From an optimization exercise on the open Yosys and OpenROAD flow, aimed at a short achievable clock period and few clock cycles; shortcuts taken in it are not production practice. Function was checked by simulation only, so behaviour that the tests miss may differ from the original. Power figures rest on the tool's default switching activity, not on a simulated workload.

==> flow/run.sh <==
#!/bin/bash
# synth_recipe.tcl (not shown) runs the flow's synth.tcl, then flattens the netlist and writes it again
# the make line also repeats each setting of config.mk as NAME=value (left out here)
make -C /OpenROAD-flow-scripts/flow DESIGN_CONFIG=/design/flow/config.mk WORK_HOME=/design/flow/orfs CLKGATE_MAP_FILE= SYNTH_SCRIPT=/design/flow/synth_recipe.tcl finish
==> flow/config.mk <==
export PLATFORM = sky130hd
export DESIGN_NAME = TOP_LEVEL
export DESIGN_NICKNAME = TOP_LEVEL
export VERILOG_FILES = /design/flow/design.v
export SDC_FILE = /design/flow/constraint.sdc
export NUM_CORES = 4
export LEC_CHECK = 0
export CAP_MARGIN = 20
export CORE_MARGIN = 2
export CORE_UTILIZATION = 40
export SLEW_MARGIN = 20
==> flow/constraint.sdc <==
create_clock -name core_clock -period 15.0 [get_ports {clock}]
set_input_delay 3.0000 -clock core_clock [delete_from_list [all_inputs] [get_ports {clock}]]
set_output_delay 3.0000 -clock core_clock [all_outputs]
set_load 0.01 [all_outputs]
==> flow/design.v <==
module Mux2To1 #(
    parameter N = 32
)(
    input [N-1:0] a0, a1,
    input sel,
    output [N-1:0] out
);
    assign out = sel ? a1 : a0;
endmodule
module Mux4To1 #(
    parameter N = 32
)(
    input [N-1:0] a00, a01, a10, a11,
    input [1:0] sel,
    output [N-1:0] out
);
    assign out = (sel == 2'b00) ? a00 :
                 (sel == 2'b01) ? a01 :
                 (sel == 2'b10) ? a10 : a11;
endmodule
module Adder #(
    parameter N = 32
)(
    input [N-1:0] a, b,
    output [N-1:0] out
);
    assign out = a + b;
endmodule
module Register #(
    parameter N = 32
)(
    input clk, rst,
    input [N-1:0] in,
    input ld, clr,
    output reg [N-1:0] out
);
    always @(posedge clk or posedge rst) begin
        if (rst)
            out <= {N{1'b0}};
        else if (clr)
            out <= {N{1'b0}};
        else if (ld)
            out <= in;
    end
endmodule
module IF_Stage(
    input clk, rst, Branch_taken, Freeze,
    input [31:0] Branch_Address,
    output [31:0] PC, Instruction,
    output [31:0] INST_ADDR,
    input [31:0] INST
);
    wire [31:0] pc_reg_in, pc_reg_out, pc_adder_out;
    Mux2To1 #(32) PC_Mux(
        .a0(pc_adder_out),
        .a1(Branch_Address),
        .sel(Branch_taken),
        .out(pc_reg_in)
    );
    Adder #(32) PC_Adder(
        .a(pc_reg_out),
        .b(32'd4),
        .out(pc_adder_out)
    );
    Register #(32) PC_Reg(
        .clk(clk),
        .rst(rst),
        .in(pc_reg_in),
        .ld(~Freeze),
        .clr(1'b0),
        .out(pc_reg_out)
    );
    assign INST_ADDR = pc_reg_out;
    assign Instruction = INST;
    assign PC = pc_adder_out;
endmodule
module IF_Stage_Reg(
    input clk, rst, Freeze, Flush,
    input [31:0] PC_in, Instruction_in,
    output [31:0] PC, Instruction
);
    Register #(32) Inst_Reg(
        .clk(clk), .rst(rst),
        .in(Instruction_in), .ld(~Freeze), .clr(Flush),
        .out(Instruction)
    );
    Register #(32) PC_Reg(
        .clk(clk), .rst(rst),
        .in(PC_in), .ld(~Freeze), .clr(Flush),
        .out(PC)
    );
endmodule
module ID_Stage(
    input clk, rst,
    input [31:0] PC_in, inst,
    input [3:0] status,
    input WB_WB_EN,
    input [31:0] WB_Value,
    input [3:0] wbDest,
    output [31:0] PC,
    output [3:0] EXE_CMD,
    output MEM_R_EN, MEM_W_EN, WB_EN, B, S,
    output [31:0] reg1, reg2,
    output imm,
    output [11:0] Shift_operand,
    output signed [23:0] Signed_imm_24,
    output [3:0] Dest,
    output [3:0] src1, src2,
    input Hazard,
    output Two_src
);
    assign PC = PC_in;
    assign imm = inst[25];
    assign Shift_operand = inst[11:0];
    assign Signed_imm_24 = inst[23:0];
    assign Dest = inst[15:12];
    assign src1 = inst[19:16];
    wire [3:0] aluCmdCU;
    wire memReadCU, memWriteCU, wbEnCU, branchCU, sCU;
    wire [3:0] registerfile_input;
    wire Cond, OR_Output;
    wire [31:0] regRn, regRm;
    assign OR_Output = ~Cond | Hazard;
    assign Two_src = ~imm | memWriteCU;
    assign src2 = registerfile_input;
    Condition_Check condition_check(
        .Cond(inst[31:28]),
        .status(status),
        .res(Cond)
    );
    Control_Unit control_unit(
        .Mode(inst[27:26]),
        .OP_Code(inst[24:21]),
        .S_In(inst[20]),
        .EXE_CMD(aluCmdCU),
        .MEM_R_EN(memReadCU),
        .MEM_W_EN(memWriteCU),
        .WB_EN(wbEnCU),
        .B(branchCU),
        .S_Out(sCU)
    );
    Register_File register_file(
        .clk(clk),
        .rst(rst),
        .src1(inst[19:16]),
        .src2(registerfile_input),
        .Dest_wb(wbDest),
        .Result_WB(WB_Value),
        .Write_Back_En(WB_WB_EN),
        .reg1(regRn),
        .reg2(regRm)
    );
    Mux2To1 #(9) mux_control_unit(
        .a0({aluCmdCU, memReadCU, memWriteCU, wbEnCU, branchCU, sCU}),
        .a1(9'd0),
        .sel(OR_Output),
        .out({EXE_CMD, MEM_R_EN, MEM_W_EN, WB_EN, B, S})
    );
    Mux2To1 #(4) mux_register_file(
        .a0(inst[3:0]),
        .a1(inst[15:12]),
        .sel(memWriteCU),
        .out(registerfile_input)
    );
    Mux2To1 #(32) muxRn15(
        .a0(regRn),
        .a1(PC_in),
        .sel(&inst[19:16]),
        .out(reg1)
    );
    Mux2To1 #(32) muxRm15(
        .a0(regRm),
        .a1(PC_in),
        .sel(&registerfile_input),
        .out(reg2)
    );
endmodule
module Control_Unit(
    input [1:0] Mode,
    input [3:0] OP_Code,
    input S_In,
    output reg [3:0] EXE_CMD,
    output reg MEM_R_EN, MEM_W_EN, WB_EN, B, S_Out
);
    always @(Mode, OP_Code, S_In) begin
        EXE_CMD = 4'd0;
        {MEM_R_EN, MEM_W_EN} = 2'd0;
        {WB_EN, B, S_Out} = 3'd0;
        case (OP_Code)
            4'b1101: EXE_CMD = 4'b0001;  
            4'b1111: EXE_CMD = 4'b1001;  
            4'b0100: EXE_CMD = 4'b0010;  
            4'b0101: EXE_CMD = 4'b0011;  
            4'b0010: EXE_CMD = 4'b0100;  
            4'b0110: EXE_CMD = 4'b0101;  
            4'b0000: EXE_CMD = 4'b0110;  
            4'b1100: EXE_CMD = 4'b0111;  
            4'b0001: EXE_CMD = 4'b1000;  
            4'b1010: EXE_CMD = 4'b0100;  
            4'b1000: EXE_CMD = 4'b0110;  
            4'b0100: EXE_CMD = 4'b0010;  
            4'b0100: EXE_CMD = 4'b0010;  
            default: EXE_CMD = 4'b0001;
        endcase
        case (Mode)
            2'b00: begin
                S_Out = S_In;
                WB_EN = (OP_Code == 4'b1010 || OP_Code == 4'b1000) ? 1'b0 : 1'b1;
            end
            2'b01: begin
                WB_EN = S_In;
                MEM_R_EN = S_In;
                MEM_W_EN = ~S_In;
            end
            2'b10: B = 1'b1;
            default:;
        endcase
    end
endmodule
module Condition_Check(
    input [3:0] Cond,
    input [3:0] status,
    output reg res
);
    wire n, z, c, v;
    assign {n, z, c, v} = status;
    always @(Cond, n, z, c, v) begin
        res = 1'b0;
        case (Cond)
            4'b0000: res = z;              
            4'b0001: res = ~z;             
            4'b0010: res = c;              
            4'b0011: res = ~c;             
            4'b0100: res = n;              
            4'b0101: res = ~n;             
            4'b0110: res = v;              
            4'b0111: res = ~v;             
            4'b1000: res = c & ~z;         
            4'b1001: res = ~c | z;         
            4'b1010: res = (n == v);       
            4'b1011: res = (n != v);       
            4'b1100: res = ~z & (n == v);  
            4'b1101: res = z & (n != v);   
            4'b1110: res = 1'b1;           
            default: res = 1'b0;
        endcase
    end
endmodule
module Register_File(
    input clk, rst,
    input [3:0] src1, src2, Dest_wb,
    input [31:0] Result_WB,
    input Write_Back_En,
    output [31:0] reg1, reg2
);
    reg [31:0] regFile [0:15];
    assign reg1 = (Write_Back_En && Dest_wb == src1) ? Result_WB : regFile[src1];
    assign reg2 = (Write_Back_En && Dest_wb == src2) ? Result_WB : regFile[src2];
    integer i;
    always @(posedge clk or posedge rst) begin
        if (rst)
            for (i = 0; i < 16; i = i + 1)
                regFile[i] <= i;
        else if (Write_Back_En)
            regFile[Dest_wb] <= Result_WB;
    end
endmodule
module ID_Stage_Reg(
    input clk, rst, Flush, carryIn, MEM_R_EN_In, MEM_W_EN_In, WB_EN_In, B_In, S_In,
    input [31:0] PC_in,
    input [3:0] EXE_CMD_In,
    input [31:0] reg1In, reg2In,
    input [3:0] src1In, src2In,
    input imm_In,
    input [11:0] Shift_operand_In,
    input signed [23:0] Signed_imm_24_In,
    input [3:0] Dest_In,
    input Freeze,
    output MEM_R_EN_Out, MEM_W_EN_Out, WB_EN_Out, B_Out, S_Out,imm_Out, carryOut,
    output [31:0] PC,
    output [3:0] EXE_CMD_Out,Dest_Out,
    output [31:0] reg1Out, reg2Out,
    output [11:0] Shift_operand_Out,
    output [3:0] src1Out, src2Out,
    output signed [23:0] Signed_imm_24_Out
);
    Register #(32) pcReg(
        .clk(clk), .rst(rst),
        .in(PC_in), .ld(~Freeze), .clr(Flush),
        .out(PC)
    );
    Register #(4) aluCmdReg(
        .clk(clk), .rst(rst),
        .in(EXE_CMD_In), .ld(~Freeze), .clr(Flush),
        .out(EXE_CMD_Out)
    );
    Register #(1) memReadReg(
        .clk(clk), .rst(rst),
        .in(MEM_R_EN_In), .ld(~Freeze), .clr(Flush),
        .out(MEM_R_EN_Out)
    );
    Register #(1) memWriteReg(
        .clk(clk), .rst(rst),
        .in(MEM_W_EN_In), .ld(~Freeze), .clr(Flush),
        .out(MEM_W_EN_Out)
    );
    Register #(1) Wb_En_Reg(
        .clk(clk), .rst(rst),
        .in(WB_EN_In), .ld(~Freeze), .clr(Flush),
        .out(WB_EN_Out)
    );
    Register #(1) branchReg(
        .clk(clk), .rst(rst),
        .in(B_In), .ld(~Freeze), .clr(Flush),
        .out(B_Out)
    );
    Register #(1) sReg(
        .clk(clk), .rst(rst),
        .in(S_In), .ld(~Freeze), .clr(Flush),
        .out(S_Out)
    );
    Register #(32) reg1Reg(
        .clk(clk), .rst(rst),
        .in(reg1In), .ld(~Freeze), .clr(Flush),
        .out(reg1Out)
    );
    Register #(32) reg2Reg(
        .clk(clk), .rst(rst),
        .in(reg2In), .ld(~Freeze), .clr(Flush),
        .out(reg2Out)
    );
    Register #(1) immReg(
        .clk(clk), .rst(rst),
        .in(imm_In), .ld(~Freeze), .clr(Flush),
        .out(imm_Out)
    );
    Register #(12) shiftOperandReg(
        .clk(clk), .rst(rst),
        .in(Shift_operand_In), .ld(~Freeze), .clr(Flush),
        .out(Shift_operand_Out)
    );
    Register #(24) imm24Reg(
        .clk(clk), .rst(rst),
        .in(Signed_imm_24_In), .ld(~Freeze), .clr(Flush),
        .out(Signed_imm_24_Out)
    );
    Register #(4) Dest_Reg(
        .clk(clk), .rst(rst),
        .in(Dest_In), .ld(~Freeze), .clr(Flush),
        .out(Dest_Out)
    );
    Register #(1) carryReg(
        .clk(clk), .rst(rst),
        .in(carryIn), .ld(~Freeze), .clr(Flush),
        .out(carryOut)
    );
    Register #(4) src1Reg(
        .clk(clk), .rst(rst),
        .in(src1In), .ld(~Freeze), .clr(Flush),
        .out(src1Out)
    );
    Register #(4) src2Reg(
        .clk(clk), .rst(rst),
        .in(src2In), .ld(~Freeze), .clr(Flush),
        .out(src2Out)
    );
endmodule
module EXE_Stage(
    input clk, rst, WB_EN_In, MEM_R_EN_In, MEM_W_EN_In, Brach_Taken_In, ldStatus, imm, carryIn,
    input [3:0] EXE_CMD, Dest,
    input [1:0] Sel_src1, Sel_src2,
    input [31:0] valMem, valWb,
    input [11:0] Shift_operand,
    input [23:0] Signed_EX_imm24,
    input [31:0] Val_Rn, Val_Rm, PC,
    output WB_EN_Out, Brach_Taken_Out, MEM_R_EN_Out, MEM_W_EN_Out,
    output [3:0] EXE_Dest, status,
    output [31:0] ALU_Res, EXE_Val_Rm, Branch_Address
);
    assign Brach_Taken_Out = Brach_Taken_In;
    assign EXE_Dest = Dest;
    assign WB_EN_Out = WB_EN_In;
    assign MEM_R_EN_Out = MEM_R_EN_In;
    assign MEM_W_EN_Out = MEM_W_EN_In;
    wire [31:0] aluSrc1, aluSrc2, val2;
    assign EXE_Val_Rm = aluSrc2;
    wire [3:0] StatusBits, statusQ;
    Val2_Generate val2gen(
        .memInst(MEM_R_EN_In | MEM_W_EN_In),
        .imm(imm),
        .Val_Rm(aluSrc2),
        .Shift_operand(Shift_operand),
        .Val2(val2)
    );
    ALU alu(
        .a(aluSrc1),
        .b(val2),
        .carryIn(carryIn),
        .EXE_CMD(EXE_CMD),
        .out(ALU_Res),
        .status(StatusBits)
    );
    Register #(4) status_reg(
        .clk(clk),
        .rst(rst),
        .ld(ldStatus),
        .clr(1'b0),
        .in(StatusBits),
        .out(statusQ)
    );
    assign status = ldStatus ? StatusBits : statusQ;
    wire [31:0] imm24SignExt;
    assign imm24SignExt = {{6{Signed_EX_imm24[23]}}, Signed_EX_imm24, 2'b00};
    Adder #(32) branchCalculator(
        .a(PC),
        .b(imm24SignExt),
        .out(Branch_Address)
    );
    Mux4To1 #(32) muxSrc1(
        .a00(Val_Rn),
        .a01(valMem),
        .a10(valWb),
        .a11(32'd0),
        .sel(Sel_src1),
        .out(aluSrc1)
    );
    Mux4To1 #(32) muxSrc2(
        .a00(Val_Rm),
        .a01(valMem),
        .a10(valWb),
        .a11(32'd0),
        .sel(Sel_src2),
        .out(aluSrc2)
    );
endmodule
module Val2_Generate(
    input memInst, imm,
    input [31:0] Val_Rm,
    input [11:0] Shift_operand,
    output reg [31:0] Val2
);
    wire [4:0] immRot, rmRot;
    wire [31:0] immVal;
    wire [63:0] immDouble, rmDouble;
    assign immRot = {Shift_operand[11:8], 1'b0};
    assign rmRot = Shift_operand[11:7];
    assign immVal = {24'd0, Shift_operand[7:0]};
    assign immDouble = {immVal, immVal} >> immRot;
    assign rmDouble = {Val_Rm, Val_Rm} >> rmRot;
    always @(memInst or imm or Val_Rm or Shift_operand or immDouble or rmDouble) begin
        Val2 = 32'd0;
        if (memInst) begin  
            Val2 = {{20{Shift_operand[11]}}, Shift_operand};
        end
        else begin
            if (imm) begin  
                Val2 = immDouble[31:0];
            end
            else begin  
                case (Shift_operand[6:5])
                    2'b00: Val2 = Val_Rm << Shift_operand[11:7];   
                    2'b01: Val2 = Val_Rm >> Shift_operand[11:7];   
                    2'b10: Val2 = $signed(Val_Rm) >>> Shift_operand[11:7];  
                    2'b11: Val2 = rmDouble[31:0];                  
                    default: Val2 = 32'd0;
                endcase
            end
        end
    end
endmodule
module ALU(
    input [31:0] a, b,
    input carryIn,
    input [3:0] EXE_CMD,
    output reg [31:0] out,
    output [3:0] status
);
    reg c, v;
    wire z, n;
    assign status = {n, z, c, v};
    assign z = ~|out;
    assign n = out[31];
    wire [31:0] Carry_Ext, Negative_Carry_Ext;
    assign Carry_Ext = {{(31){1'b0}}, carryIn};
    assign Negative_Carry_Ext = {{(31){1'b0}}, ~carryIn};
    always @(EXE_CMD or a or b or Carry_Ext or Negative_Carry_Ext) begin
        out = {32{1'b0}};
        c = 1'b0;
        case (EXE_CMD)
            4'b0001: out = b;                       
            4'b1001: out = ~b;                      
            4'b0010: {c, out} = a + b;              
            4'b0011: {c, out} = a + b + Carry_Ext;   
            4'b0100: {c, out} = a - b;              
            4'b0101: {c, out} = a - b - Negative_Carry_Ext;  
            4'b0110: out = a & b;                   
            4'b0111: out = a | b;                   
            4'b1000: out = a ^ b;                   
            default: out = {32{1'b0}};
        endcase
        v = 1'b0;
        if (EXE_CMD[3:1] == 3'b001) begin       
            v = (a[31] == b[31]) && (a[31] != out[31]);
        end
        else if (EXE_CMD[3:1] == 3'b010) begin  
            v = (a[31] != b[31]) && (a[31] != out[31]);
        end
    end
endmodule
module EXE_Stage_Reg(
    input clk, rst,
    input WB_EN_In, MEM_R_EN_In, MEM_W_EN_In,
    input [3:0] Dest_In,
    input [31:0] ALU_Res_In, valRmIn,
    input Freeze,
    output WB_EN_Out, MEM_R_EN_Out, MEM_W_EN_Out,
    output [3:0] Dest_Out,
    output [31:0] ALU_Res_Out, valRmOut
);
    Register #(1) WB_EN(
        .clk(clk), .rst(rst),
        .in(WB_EN_In), .ld(~Freeze), .clr(1'b0),
        .out(WB_EN_Out)
    );
    Register #(32) ALU_Res(
        .clk(clk), .rst(rst),
        .in(ALU_Res_In), .ld(~Freeze), .clr(1'b0),
        .out(ALU_Res_Out)
    );
    Register #(32) Val_Rm(
        .clk(clk), .rst(rst),
        .in(valRmIn), .ld(~Freeze), .clr(1'b0),
        .out(valRmOut)
    );
    Register #(1) MEM_R_EN(
        .clk(clk), .rst(rst),
        .in(MEM_R_EN_In), .ld(~Freeze), .clr(1'b0),
        .out(MEM_R_EN_Out)
    );
    Register #(1) memWEn(
        .clk(clk), .rst(rst),
        .in(MEM_W_EN_In), .ld(~Freeze), .clr(1'b0),
        .out(MEM_W_EN_Out)
    );
    Register #(4) Dest(
        .clk(clk), .rst(rst),
        .in(Dest_In), .ld(~Freeze), .clr(1'b0),
        .out(Dest_Out)
    );
endmodule
module SramController(
    input clk, rst,
    input Write_En, Read_En,
    input [31:0] address,
    input [31:0] writeData,
    output reg [63:0] readData,
    output reg ready,             
    input [15:0] SRAM_DQ_IN,      
    output [15:0] SRAM_DQ_OUT,    
    output reg [17:0] SRAM_ADDR,  
    output SRAM_UB_N,             
    output SRAM_LB_N,             
    output reg SRAM_WE_N,         
    output SRAM_CE_N,             
    output SRAM_OE_N              
);
    assign {SRAM_UB_N, SRAM_LB_N, SRAM_CE_N, SRAM_OE_N} = 4'b0000;
    wire [31:0] Memory_Address;
    assign Memory_Address = address - 32'd1024;
    wire [17:0] SRAM_Low_Addr, SRAM_High_Addr, sramUpLowAddess, sramUpHighAddess;
    assign SRAM_Low_Addr = {Memory_Address[18:3], 2'd0};
    assign SRAM_High_Addr = SRAM_Low_Addr + 18'd1;
    assign sramUpLowAddess = SRAM_Low_Addr + 18'd2;
    assign sramUpHighAddess = SRAM_Low_Addr + 18'd3;
    wire [17:0] sramLowAddrWrite, sramHighAddrWrite;
    assign sramLowAddrWrite = {Memory_Address[18:2], 1'b0};
    assign sramHighAddrWrite = sramLowAddrWrite + 18'd1;
    localparam Idle = 3'd0, DataLow = 3'd1, DataHigh = 3'd2, DataUpLow = 3'd3, DataUpHigh = 3'd4, Done = 3'd5;
    reg [2:0] ps, ns;
    assign SRAM_DQ_OUT = (ps == DataHigh) ? writeData[31:16] : writeData[15:0];
    always @(*) begin
        case (ps)
            Idle: ns = (Write_En == 1'b1 || Read_En == 1'b1) ? DataLow : Idle;
            DataLow: ns = DataHigh;
            DataHigh: ns = DataUpLow;
            DataUpLow: ns = DataUpHigh;
            DataUpHigh: ns = Done;
            Done: ns = Idle;
            default: ns = Idle;
        endcase
    end
    always @(*) begin
        SRAM_ADDR = 18'b0;
        SRAM_WE_N = 1'b1;
        ready = 1'b0;
        case (ps)
            Idle: ready = ~(Write_En | Read_En);
            DataLow: begin
                SRAM_WE_N = ~Write_En;
                if (Read_En)
                    SRAM_ADDR = SRAM_Low_Addr;
                else if (Write_En)
                    SRAM_ADDR = sramLowAddrWrite;
            end
            DataHigh: begin
                SRAM_WE_N = ~Write_En;
                if (Read_En)
                    SRAM_ADDR = SRAM_High_Addr;
                else if (Write_En)
                    SRAM_ADDR = sramHighAddrWrite;
            end
            DataUpLow: begin
                if (Read_En)
                    SRAM_ADDR = sramUpLowAddess;
            end
            DataUpHigh: begin
                if (Read_En)
                    SRAM_ADDR = sramUpHighAddess;
            end
            Done: ready = 1'b1;
            default:;
        endcase
    end
    always @(posedge clk) begin
        if (Read_En) begin
            case (ps)
                DataLow:    readData[15:0]  <= SRAM_DQ_IN;
                DataHigh:   readData[31:16] <= SRAM_DQ_IN;
                DataUpLow:  readData[47:32] <= SRAM_DQ_IN;
                DataUpHigh: readData[63:48] <= SRAM_DQ_IN;
                default:;
            endcase
        end
    end
    always @(posedge clk or posedge rst) begin
        if (rst) ps <= Idle;
        else ps <= ns;
    end
endmodule
module CacheController(
    input clk, rst,
    input rdEn, wrEn,
    input [31:0] address,
    input [31:0] writeData,
    output [31:0] readData,
    output ready,
    input sramReady,
    input [63:0] sramReadData,
    output sramWrEn, sramRdEn
);
    reg [31:0] way0First  [0:15];
    reg [31:0] way0Second [0:15];
    reg [31:0] way1First  [0:15];
    reg [31:0] way1Second [0:15];
    reg [11:0] way0Tag [0:15];
    reg [11:0] way1Tag [0:15];
    reg [15:0] way0Valid;
    reg [15:0] way1Valid;
    reg [15:0] indexLru;
    wire [2:0] offset;
    wire [3:0] index;
    wire [11:0] tag;
    assign offset = address[2:0];
    assign index = address[6:3];
    assign tag = address[18:7];
    wire [31:0] dataWay0, dataWay1;
    wire [11:0] tagWay0, tagWay1;
    wire validWay0, validWay1;
    assign dataWay0 = (offset[2] == 1'b0) ? way0First[index] : way0Second[index];
    assign dataWay1 = (offset[2] == 1'b0) ? way1First[index] : way1Second[index];
    assign tagWay0 = way0Tag[index];
    assign tagWay1 = way1Tag[index];
    assign validWay0 = way0Valid[index];
    assign validWay1 = way1Valid[index];
    wire hit;
    wire hitWay0, hitWay1;
    assign hitWay0 = (tagWay0 == tag && validWay0 == 1'b1);
    assign hitWay1 = (tagWay1 == tag && validWay1 == 1'b1);
    assign hit = hitWay0 | hitWay1;
    wire [31:0] data;
    wire [31:0] readDataQ;
    assign data = hitWay0 ? dataWay0 :
                  hitWay1 ? dataWay1 : 32'd0;
    assign readDataQ = hit ? data :
                       sramReady ? (offset[2] == 1'b0 ? sramReadData[31:0] : sramReadData[63:32]) : 32'd0;
    assign readData = rdEn ? readDataQ : 32'd0;
    assign ready = sramReady;
    assign sramRdEn = ~hit & rdEn;
    assign sramWrEn = wrEn;
    wire fill;
    assign fill = rdEn & ~hit & sramReady;
    always @(posedge clk) begin
        if (fill) begin
            if (indexLru[index] == 1'b1) begin
                {way0Second[index], way0First[index]} <= sramReadData;
                way0Tag[index] <= tag;
            end
            else begin
                {way1Second[index], way1First[index]} <= sramReadData;
                way1Tag[index] <= tag;
            end
        end
    end
    always @(posedge clk or posedge rst) begin
        if (rst) begin
            way0Valid <= 16'd0;
            way1Valid <= 16'd0;
            indexLru <= 16'd0;
        end
        else if (wrEn) begin
            if (hitWay0) begin
                way0Valid[index] <= 1'b0;
                indexLru[index] <= 1'b1;
            end
            else if (hitWay1) begin
                way1Valid[index] <= 1'b0;
                indexLru[index] <= 1'b0;
            end
        end
        else if (rdEn) begin
            if (hit)
                indexLru[index] <= hitWay1;
            else if (sramReady) begin
                if (indexLru[index] == 1'b1) begin
                    way0Valid[index] <= 1'b1;
                    indexLru[index] <= 1'b0;
                end
                else begin
                    way1Valid[index] <= 1'b1;
                    indexLru[index] <= 1'b1;
                end
            end
        end
    end
endmodule
module MEM_Stage(
    input clk, rst,
    input WB_EN_In, MEM_R_EN_In, MEM_W_EN_In,
    input [31:0] ALU_Res_In, Val_Rm,
    input [3:0] Dest_In,
    output WB_EN_Out, MEM_R_EN_Out,
    output [31:0] ALU_Res_Out, memOut,
    output [3:0] Dest_Out,
    output Freeze,
    input [15:0] SRAM_DQ_IN,
    output [15:0] SRAM_DQ_OUT,
    output [17:0] SRAM_ADDR,
    output SRAM_UB_N,
    output SRAM_LB_N,
    output SRAM_WE_N,
    output SRAM_CE_N,
    output SRAM_OE_N
);
    assign ALU_Res_Out = ALU_Res_In;
    assign Dest_Out = Dest_In;
    assign MEM_R_EN_Out = MEM_R_EN_In;
    wire ready;
    assign Freeze = ~ready;
    wire sramReady;
    wire sramMemWEnIn, sramMemREnIn;
    wire [63:0] sramReadData;
    SramController sc(
        .clk(clk), .rst(rst),
        .Write_En(sramMemWEnIn), .Read_En(sramMemREnIn),
        .address(ALU_Res_In),
        .writeData(Val_Rm),
        .readData(sramReadData),
        .ready(sramReady),
        .SRAM_DQ_IN(SRAM_DQ_IN),
        .SRAM_DQ_OUT(SRAM_DQ_OUT),
        .SRAM_ADDR(SRAM_ADDR),
        .SRAM_UB_N(SRAM_UB_N),
        .SRAM_LB_N(SRAM_LB_N),
        .SRAM_WE_N(SRAM_WE_N),
        .SRAM_CE_N(SRAM_CE_N),
        .SRAM_OE_N(SRAM_OE_N)
    );
    CacheController cc(
        .clk(clk), .rst(rst),
        .wrEn(MEM_W_EN_In), .rdEn(MEM_R_EN_In),
        .address(ALU_Res_In),
        .writeData(Val_Rm),
        .readData(memOut),
        .ready(ready),
        .sramReady(sramReady),
        .sramReadData(sramReadData),
        .sramWrEn(sramMemWEnIn), .sramRdEn(sramMemREnIn)
    );
    Mux2To1 #(1) ramWbEn(
        .a0(WB_EN_In),
        .a1(1'b0),
        .sel(Freeze),
        .out(WB_EN_Out)
    );
endmodule
module MEM_Stage_Reg(
    input clk, rst, WB_EN_In, MEM_R_EN_In,
    input [3:0] Dest_In,
    input [31:0] ALU_Res_In, Mem_Data_In,
    input Freeze,
    output WB_EN_Out, MEM_R_EN_Out,
    output [3:0] Dest_Out,
    output [31:0] ALU_Res_Out, Mem_Data_Out
);
    Register #(1) Wb_En_Reg(
        .clk(clk), .rst(rst),
        .in(WB_EN_In), .ld(~Freeze), .clr(1'b0),
        .out(WB_EN_Out)
    );
    Register #(1) Mem_R_En_Reg(
        .clk(clk), .rst(rst),
        .in(MEM_R_EN_In), .ld(~Freeze), .clr(1'b0),
        .out(MEM_R_EN_Out)
    );
    Register #(32) ALU_Res_Reg(
        .clk(clk), .rst(rst),
        .in(ALU_Res_In), .ld(~Freeze), .clr(1'b0),
        .out(ALU_Res_Out)
    );
    Register #(32) Mem_Data_Reg(
        .clk(clk), .rst(rst),
        .in(Mem_Data_In), .ld(~Freeze), .clr(1'b0),
        .out(Mem_Data_Out)
    );
    Register #(4) Dest_Reg(
        .clk(clk), .rst(rst),
        .in(Dest_In), .ld(~Freeze), .clr(1'b0),
        .out(Dest_Out)
    );
endmodule
module WB_Stage(
    input clk, rst,
    input WB_EN_In, MEM_R_EN,
    input [3:0] Dest_In,
    input [31:0] ALU_Res, Mem_Data,
    output WB_EN_Out,
    output [3:0] Dest_Out,
    output [31:0] WB_Value
);
    assign WB_EN_Out = WB_EN_In;
    assign Dest_Out = Dest_In;
    Mux2To1 #(32) WB_Mux(
        .a0(ALU_Res),
        .a1(Mem_Data),
        .sel(MEM_R_EN),
        .out(WB_Value)
    );
endmodule
module Hazard_Unit(
    input [3:0] Rn, Rdm,
    input Two_src,
    input [3:0] Dest_Ex, Dest_Mem,
    input WB_EN_EXE, WB_EN_MEM, memREn,
    input Forward_En,
    output reg Hazard
);
    always @(Rn, Rdm, Dest_Ex, Dest_Mem, WB_EN_EXE, WB_EN_MEM, memREn, Two_src, Forward_En) begin
        Hazard = 1'b0;
        if (Forward_En) begin
            if (memREn) begin
                if (Rn == Dest_Ex || (Two_src && Rdm == Dest_Ex)) begin
                    Hazard = 1'b1;
                end
            end
        end
        else begin
            if (WB_EN_EXE) begin
                if (Rn == Dest_Ex || (Two_src && Rdm == Dest_Ex)) begin
                    Hazard = 1'b1;
                end
            end
            if (WB_EN_MEM) begin
                if (Rn == Dest_Mem || (Two_src && Rdm == Dest_Mem)) begin
                    Hazard = 1'b1;
                end
            end
        end
    end
endmodule
module ForwardingUnit(
    input Forward_En,
    input [3:0] src1, src2,
    input [3:0] destMem, destWb,
    input WB_EN_MEM, WB_EN_WB,
    output reg [1:0] Sel_src1, Sel_src2
);
    always @(Forward_En, src1, WB_EN_MEM, WB_EN_WB, destMem, destWb) begin
        Sel_src1 = 2'b00;
        if (Forward_En) begin
            if (WB_EN_MEM && (destMem == src1)) begin
                Sel_src1 = 2'b01;
            end
            else if (WB_EN_WB && (destWb == src1)) begin
                Sel_src1 = 2'b10;
            end
        end
    end
    always @(Forward_En, src2, WB_EN_MEM, WB_EN_WB, destMem, destWb) begin
        Sel_src2 = 2'b00;
        if (Forward_En) begin
            if (WB_EN_MEM && (destMem == src2)) begin
                Sel_src2 = 2'b01;
            end
            else if (WB_EN_WB && (destWb == src2)) begin
                Sel_src2 = 2'b10;
            end
        end
    end
endmodule
module TOP_LEVEL(
    input clock, rst,
    input Forward_En,
    output [31:0] INST_ADDR,
    input [31:0] INST,
    input [15:0] SRAM_DQ_IN,
    output [15:0] SRAM_DQ_OUT,
    output [17:0] SRAM_ADDR,
    output SRAM_UB_N,
    output SRAM_LB_N,
    output SRAM_WE_N,
    output SRAM_CE_N,
    output SRAM_OE_N
);
    wire clk;
    assign clk = clock;
    wire Hazard, Two_src;
    wire [1:0] Sel_src1, Sel_src2;
    wire [31:0] pcOutIf, instOutIf;
    wire flushEn;
    wire [3:0] src1OutId, src2OutId;
    wire [31:0] pcOutIfId, instOutIfId;
    wire [31:0] pcOutId;
    wire [3:0] aluCmdOutId;
    wire memReadOutId, memWriteOutId, wbEnOutId, branchOutId, sOutId, immOutId;
    wire [31:0] reg1OutId, reg2OutId;
    wire [11:0] shiftOperandOutId;
    wire [23:0] imm24OutId;
    wire [3:0] destOutId;
    wire [31:0] pcOutIdEx;
    wire [3:0] aluCmdOutIdEx;
    wire memReadOutIdEx, memWriteOutIdEx, wbEnOutIdEx, branchOutIdEx, sOutIdEx;
    wire [31:0] reg1OutIdEx, reg2OutIdEx;
    wire [3:0] src1OutIdEx, src2OutIdEx;
    wire immOutIdEx;
    wire [11:0] shiftOperandOutIdEx;
    wire [23:0] imm24OutIdEx;
    wire [3:0] destOutIdEx;
    wire carryOut;
    wire memReadOutEx, memWriteOutEx, wbEnOutEx, Branch_taken;
    wire [31:0] Branch_Address;
    wire [31:0] aluResOutEx, reg2OutEx;
    wire [3:0] destOutEx;
    wire [3:0] status;
    wire carryIn;
    assign carryIn = status[1];
    wire memReadOutExMem, memWriteOutExMem, wbEnOutExMem;
    wire [31:0] aluResOutExMem, reg2OutExMem;
    wire [3:0] destOutExMem;
    wire memReadOutMem, wbEnOutMem;
    wire [31:0] aluResOutMem, memDataOutMem;
    wire [3:0] destOutMem;
    wire ramFreeze;
    wire memReadOutMemWb, wbEnOutMemWb;
    wire [31:0] aluResOutMemWb, memDataOutMemWb;
    wire [3:0] destOutMemWb;
    wire WB_EN;
    wire [31:0] WB_Value;
    wire [3:0] wbDest;
    Hazard_Unit hzrd(
        .Rn(src1OutId), .Rdm(src2OutId),
        .Two_src(Two_src),
        .Dest_Ex(destOutEx), .Dest_Mem(destOutMem),
        .WB_EN_EXE(wbEnOutEx), .WB_EN_MEM(wbEnOutMem), .memREn(memReadOutEx),
        .Forward_En(Forward_En),
        .Hazard(Hazard)
    );
    ForwardingUnit frwrd(
        .Forward_En(Forward_En),
        .src1(src1OutIdEx), .src2(src2OutIdEx),
        .WB_EN_MEM(wbEnOutExMem), .WB_EN_WB(wbEnOutMemWb),
        .destMem(destOutExMem), .destWb(destOutMemWb),
        .Sel_src1(Sel_src1), .Sel_src2(Sel_src2)
    );
    assign flushEn = Branch_taken & ~ramFreeze;
    IF_Stage stIf(
        .clk(clk), .rst(rst),
        .Branch_taken(flushEn), .Freeze((Hazard | ramFreeze) & ~flushEn),
        .Branch_Address(Branch_Address),
        .PC(pcOutIf), .Instruction(instOutIf),
        .INST_ADDR(INST_ADDR), .INST(INST)
    );
    IF_Stage_Reg regsIf(
        .clk(clk), .rst(rst),
        .Freeze(Hazard | ramFreeze), .Flush(flushEn),
        .PC_in(pcOutIf), .Instruction_in(instOutIf),
        .PC(pcOutIfId), .Instruction(instOutIfId)
    );
    ID_Stage stId(
        .clk(clk), .rst(rst),
        .PC_in(pcOutIfId), .inst(instOutIfId),
        .status(status),
        .WB_WB_EN(WB_EN), .WB_Value(WB_Value), .wbDest(wbDest),
        .Hazard(Hazard),
        .PC(pcOutId),
        .EXE_CMD(aluCmdOutId), .MEM_R_EN(memReadOutId), .MEM_W_EN(memWriteOutId),
        .WB_EN(wbEnOutId), .B(branchOutId), .S(sOutId),
        .reg1(reg1OutId), .reg2(reg2OutId),
        .imm(immOutId), .Shift_operand(shiftOperandOutId), .Signed_imm_24(imm24OutId), .Dest(destOutId),
        .src1(src1OutId), .src2(src2OutId), .Two_src(Two_src)
    );
    ID_Stage_Reg regsId(
        .clk(clk), .rst(rst),
        .PC_in(pcOutId),
        .EXE_CMD_In(aluCmdOutId), .MEM_R_EN_In(memReadOutId), .MEM_W_EN_In(memWriteOutId),
        .WB_EN_In(wbEnOutId), .B_In(branchOutId), .S_In(sOutId),
        .reg1In(reg1OutId), .reg2In(reg2OutId),
        .imm_In(immOutId), .Shift_operand_In(shiftOperandOutId), .Signed_imm_24_In(imm24OutId), .Dest_In(destOutId),
        .carryIn(carryIn), .src1In(src1OutId), .src2In(src2OutId), .Flush(flushEn),
        .PC(pcOutIdEx), .Freeze(ramFreeze),
        .EXE_CMD_Out(aluCmdOutIdEx), .MEM_R_EN_Out(memReadOutIdEx), .MEM_W_EN_Out(memWriteOutIdEx),
        .WB_EN_Out(wbEnOutIdEx), .B_Out(branchOutIdEx), .S_Out(sOutIdEx),
        .reg1Out(reg1OutIdEx), .reg2Out(reg2OutIdEx),
        .imm_Out(immOutIdEx), .Shift_operand_Out(shiftOperandOutIdEx), .Signed_imm_24_Out(imm24OutIdEx), .Dest_Out(destOutIdEx),
        .src1Out(src1OutIdEx), .src2Out(src2OutIdEx),
        .carryOut(carryOut)
    );
    EXE_Stage stEx(
        .clk(clk), .rst(rst),
        .WB_EN_In(wbEnOutIdEx), .MEM_R_EN_In(memReadOutIdEx), .MEM_W_EN_In(memWriteOutIdEx),
        .Brach_Taken_In(branchOutIdEx), .ldStatus(sOutIdEx), .imm(immOutIdEx), .carryIn(carryOut),
        .EXE_CMD(aluCmdOutIdEx), .Val_Rn(reg1OutIdEx), .Val_Rm(reg2OutIdEx), .PC(pcOutIdEx),
        .Shift_operand(shiftOperandOutIdEx), .Signed_EX_imm24(imm24OutIdEx), .Dest(destOutIdEx),
        .Sel_src1(Sel_src1), .Sel_src2(Sel_src2), .valMem(aluResOutExMem), .valWb(WB_Value),
        .WB_EN_Out(wbEnOutEx), .MEM_R_EN_Out(memReadOutEx), .MEM_W_EN_Out(memWriteOutEx),
        .Brach_Taken_Out(Branch_taken), .ALU_Res(aluResOutEx), .EXE_Val_Rm(reg2OutEx), .Branch_Address(Branch_Address),
        .EXE_Dest(destOutEx), .status(status)
    );
    EXE_Stage_Reg regsEx(
        .clk(clk), .rst(rst),
        .WB_EN_In(wbEnOutEx), .MEM_R_EN_In(memReadOutEx), .MEM_W_EN_In(memWriteOutEx),
        .ALU_Res_In(aluResOutEx), .valRmIn(reg2OutEx), .Dest_In(destOutEx), .Freeze(ramFreeze),
        .WB_EN_Out(wbEnOutExMem), .MEM_R_EN_Out(memReadOutExMem), .MEM_W_EN_Out(memWriteOutExMem),
        .ALU_Res_Out(aluResOutExMem), .valRmOut(reg2OutExMem), .Dest_Out(destOutExMem)
    );
    MEM_Stage stMem(
        .clk(clk), .rst(rst),
        .WB_EN_In(wbEnOutExMem), .MEM_R_EN_In(memReadOutExMem), .MEM_W_EN_In(memWriteOutExMem),
        .ALU_Res_In(aluResOutExMem), .Val_Rm(reg2OutExMem), .Dest_In(destOutExMem),
        .WB_EN_Out(wbEnOutMem), .MEM_R_EN_Out(memReadOutMem),
        .ALU_Res_Out(aluResOutMem), .memOut(memDataOutMem), .Dest_Out(destOutMem),
        .Freeze(ramFreeze),
        .SRAM_ADDR(SRAM_ADDR),
        .SRAM_DQ_IN(SRAM_DQ_IN),
        .SRAM_DQ_OUT(SRAM_DQ_OUT),
        .SRAM_UB_N(SRAM_UB_N),
        .SRAM_LB_N(SRAM_LB_N),
        .SRAM_WE_N(SRAM_WE_N),
        .SRAM_CE_N(SRAM_CE_N),
        .SRAM_OE_N(SRAM_OE_N)
    );
    MEM_Stage_Reg regsMem(
        .clk(clk), .rst(rst),
        .WB_EN_In(wbEnOutMem), .MEM_R_EN_In(memReadOutMem),
        .ALU_Res_In(aluResOutMem), .Mem_Data_In(memDataOutMem), .Dest_In(destOutMem),
        .WB_EN_Out(wbEnOutMemWb), .MEM_R_EN_Out(memReadOutMemWb),
        .ALU_Res_Out(aluResOutMemWb), .Mem_Data_Out(memDataOutMemWb), .Dest_Out(destOutMemWb),
        .Freeze(ramFreeze)
    );
    WB_Stage stWb(
        .clk(clk), .rst(rst),
        .WB_EN_In(wbEnOutMemWb), .MEM_R_EN(memReadOutMemWb),
        .ALU_Res(aluResOutMemWb), .Mem_Data(memDataOutMemWb), .Dest_In(destOutMemWb),
        .WB_EN_Out(WB_EN), .WB_Value(WB_Value), .Dest_Out(wbDest)
    );
endmodule
==> results.cfg <==
[run_status]
status = timing/DRC/antenna clean

[yosys]
synthCells = 11190
async_flop_share = 0.2732
synthDistinctLibCells = 104
syn_area_per_cell_um2 = 13.95
synth_edf_count = 2496
yosysTopAreaCell = edfxtp_1
synth.top_cell.area_share = 0.4802
synth_area_leaders = edfxtp_1 48%, dfrtp_1 15%, mux4_2 12%
synthFlopType = edfxtp_1
ys_ff_latch = 3434
yosysWarnings = 15
synth.cell_area_um2 = 156100
ys_seq_area_frac = 0.6308

[floorplanning]
initial_core_util = 0.4015
rows = 229
ios = 122
core_um2 = 388800
die_h_um = 628.7
die-width_um = 628.7
dieArea_um2 = 395300

[sta]
worstMarginPinSlew_ns = 1.178
fin_crit_sh = 0.8952
setup_viol = 0
rsz0062_at_grt = no
period_needed_ns = 13.43
setup_ws_ns = 1.572
clock.fmax_ghz = 0.07447
finalClockSkew_ns = 0.09275
maxSlewViolCount = 0
hold_viol = 0
slew_headroom = 0.2065

[detailed_routing]
ant_nets = 0
drc = 0
viasPerCell = 6.360
dr.pass1.iters = 28
first_iter_violations = 15020
wirelength_mm = 570.2
wl_per_cell_um = 34.14
vias = 106200

[setup_path]
cpMaxStageDelayCell = a2111oi_4
path_class = in -> reg
cp_max_fo = 21
critPathLaunchType = primary input
arrival_ns = 14.23
worstSetupEndpointType = flip-flop
required_ns = 15.80
cpPeakStageDelay_ns = 0.70

[clocking]
cts_sinks = 3434
path_clk_slew_ns = 0.06
cts_made_buffers = 356
post_cts_buffers = 0
h-tree-depth = 5
clock_path_buffers = 4
root_buffer = clkbuf_16
clkLatencyLatePin_ns = 1.00
postCtsHoldBufs = 0
cts_tree = built
cts_resized = 0

[global_route]
globalRouteMet3Util = 0.05369
use_met1 = 0.3783
track_usage = 0.2817
grt_max_degree = 218
grt_busiest_layer = met2
antenna_found_initial = 26
use_met2 = 0.4401
grt_overflow = 0
grt_pass1_vias = 103600
grt_pass1_wl_mm = 800.2

[final_layout]
fin_area_um2 = 176000
fin_cells = 16700
final_common_cell = edfxtp_1
drive_gt1_frac = 0.1786
nets = 11390
synthToLayoutAreaGrowth_pct = 12.74
final_cell_mix = 2496 x edfxtp_1, 1031 x nand2_1, 895 x dfrtp_1, 819 x mux4_2, 791 x nor2_1

[placed_design]
pre_cts_ws_ns = 0.9372
dp_hpwl_mm = 345.8
portBuffers = 117
gp_congestion = 0.9782
dp.cells = 16040
dpl_cell_area_um2 = 164600

[hold_path]
hold_class = reg -> reg

[run]
drv_cap = 0

[power_and_ir_drop]
ir_drop_mv = 0.2178
power_density_nw_per_um2 = 214.3
finalPower_mw = 37.71
p_leak_nw = 60.31
-- cells by family after synthesis --
logic type	count (synthesis)	synth area share
flip-flops	3434	0.6308
AND/OR/NAND/NOR	2781	0.08005
AO/OA/AOI/OAI	2614	0.1114
buffers and inverters	1010	0.02492
multiplexers	963	0.1277
XOR/XNOR	244	0.01374
adder cells (fa/ha/maj)	141	0.01143
other	1	0.00002402
-- where the power goes --
part / switching (mW) / internal [mW] / total [mW]
Clock: 3.80 / 4.84 / 8.64
Sequential: 1.15 / 11.1 / 12.2
Combinational: 11.0 / 5.81 / 16.8
Total: 16.0 / 21.7 / 37.7
-- registers in the layout (all words and copies together), names as in the netlist, 64 cells and up, named ones only --
name,cells
stMem.cc.way1Tag,192
stMem.cc.way1Second,512
stMem.cc.way0Second,512
stMem.cc.way1First,512
stId.register_file.regFile,511
stMem.cc.way0First,512
stMem.sc.readData,64
stMem.cc.way0Tag,192
-- area by class of cell --
class / count / area [um2]
antenna: 13 / 32.53
inverter: 146 / 553.0
fill: 33970 / 212800
tap: 5197 / 6502
clock buffer: 463 / 9535
sequential: 3434 / 98490
clock inverter: 184 / 1720
timing repair buffer: 518 / 4472
multi-input combinational: 6747 / 54680
-- worst paths after layout --
kind,from,end,slack [ns],depth (start not counted)
max,Forward_En,regsId.aluCmdReg.out[0]$_DFFE_PP0P_,1.57,34
min,regsId.pcReg.out[0]$_DFFE_PP0P_,regsId.pcReg.out[0]$_DFFE_PP0P_,0.47,2
max reg2reg,regsEx.Dest.out[2]$_DFFE_PP0P_,regsId.aluCmdReg.out[0]$_DFFE_PP0P_,2.89,33
min reg2reg,regsId.pcReg.out[0]$_DFFE_PP0P_,regsId.pcReg.out[0]$_DFFE_PP0P_,0.47,2
max in group asynchronous,rst,regsEx.ALU_Res.out[5]$_DFFE_PP0P_,9.63,5
min in group asynchronous,rst,stId.register_file.regFile[10][24]$_DFFE_PP0P_,2.45,2
-- metal layers --
metal | vias up | share of wire
li1 | 43710 | -
met1 | 55010 | 0.40
met2 | 6064 | 0.46
met3 | 1437 | 0.088
met4 | 14 | 0.058
met5 | - | 0.00015
-- through the flow --
stage	TNS [ns]	hold slack, ns	utilization
3_3_place_gp	0	0.4496	0.4231
4_1_cts	0	0.4693	0.4522
6_report	0	0.4721	0.4526
3_5_place_dp	0	0.4567	0.4232
5_1_grt	0	0.4999	0.4525
2_1_floorplan	-801.71	0.4386	-
-- worst max-delay path, delay by kind of cell --
family / cells / cell delay (ns)
compound gates: 14 / 5.15
simple gates: 10 / 3.06
buf+inv: 4 / 1.31
fa+ha+maj: 2 / 0.75
xor+xnor: 3 / 0.73
mux: 1 / 0.16
-- synthesized netlist by cell type, types with 70 or more instances --
cell type / count
nand3_1: 208
edfxtp_1: 2496
nor2_1: 861
ha_1: 137
nor3_1: 110
xnor2_1: 173
a21oi_1: 704
o22ai_1: 122
nand4_1: 129
nand2_1: 1033
mux2i_1: 110
inv_1: 141
buf_1: 123
a22o_1: 88
a22oi_1: 360
mux4_2: 819
xor2_1: 70
o21ai_0: 526
a221oi_1: 88
dfrtp_1: 906
clkbuf_1: 691
o31ai_1: 116
Testbench counts, summed over its fixed seeds: cycles 147,739.

-- afterwards: timing with drivers on the ports --
No port has a modelled driver above. Below, the same layout with a new extraction and two added sets of constraints. Step 1 assumes that a clkbuf_16 drives the clock port and a buf_2 every other input. Step 2, shift: input delay + t, output delay - t, t = (earliest + latest rising clock arrival at the registers) / 2. This alone moves slack from input paths to output paths. Three values: ideal ports, drivers, drivers and shift; two values: the first two.
t (ns): 1.058
slack for setup (ns): 1.572 / 1.539 / 0.480
latest minus earliest clock arrival (ns): 0.107 / 0.107
worst data-port slew with drivers (ns): 0.22
After both steps setup and hold are still met in this run. For this run, drivers alone change the setup slack by -0.033 ns; drivers and shift together by -1.092 ns.
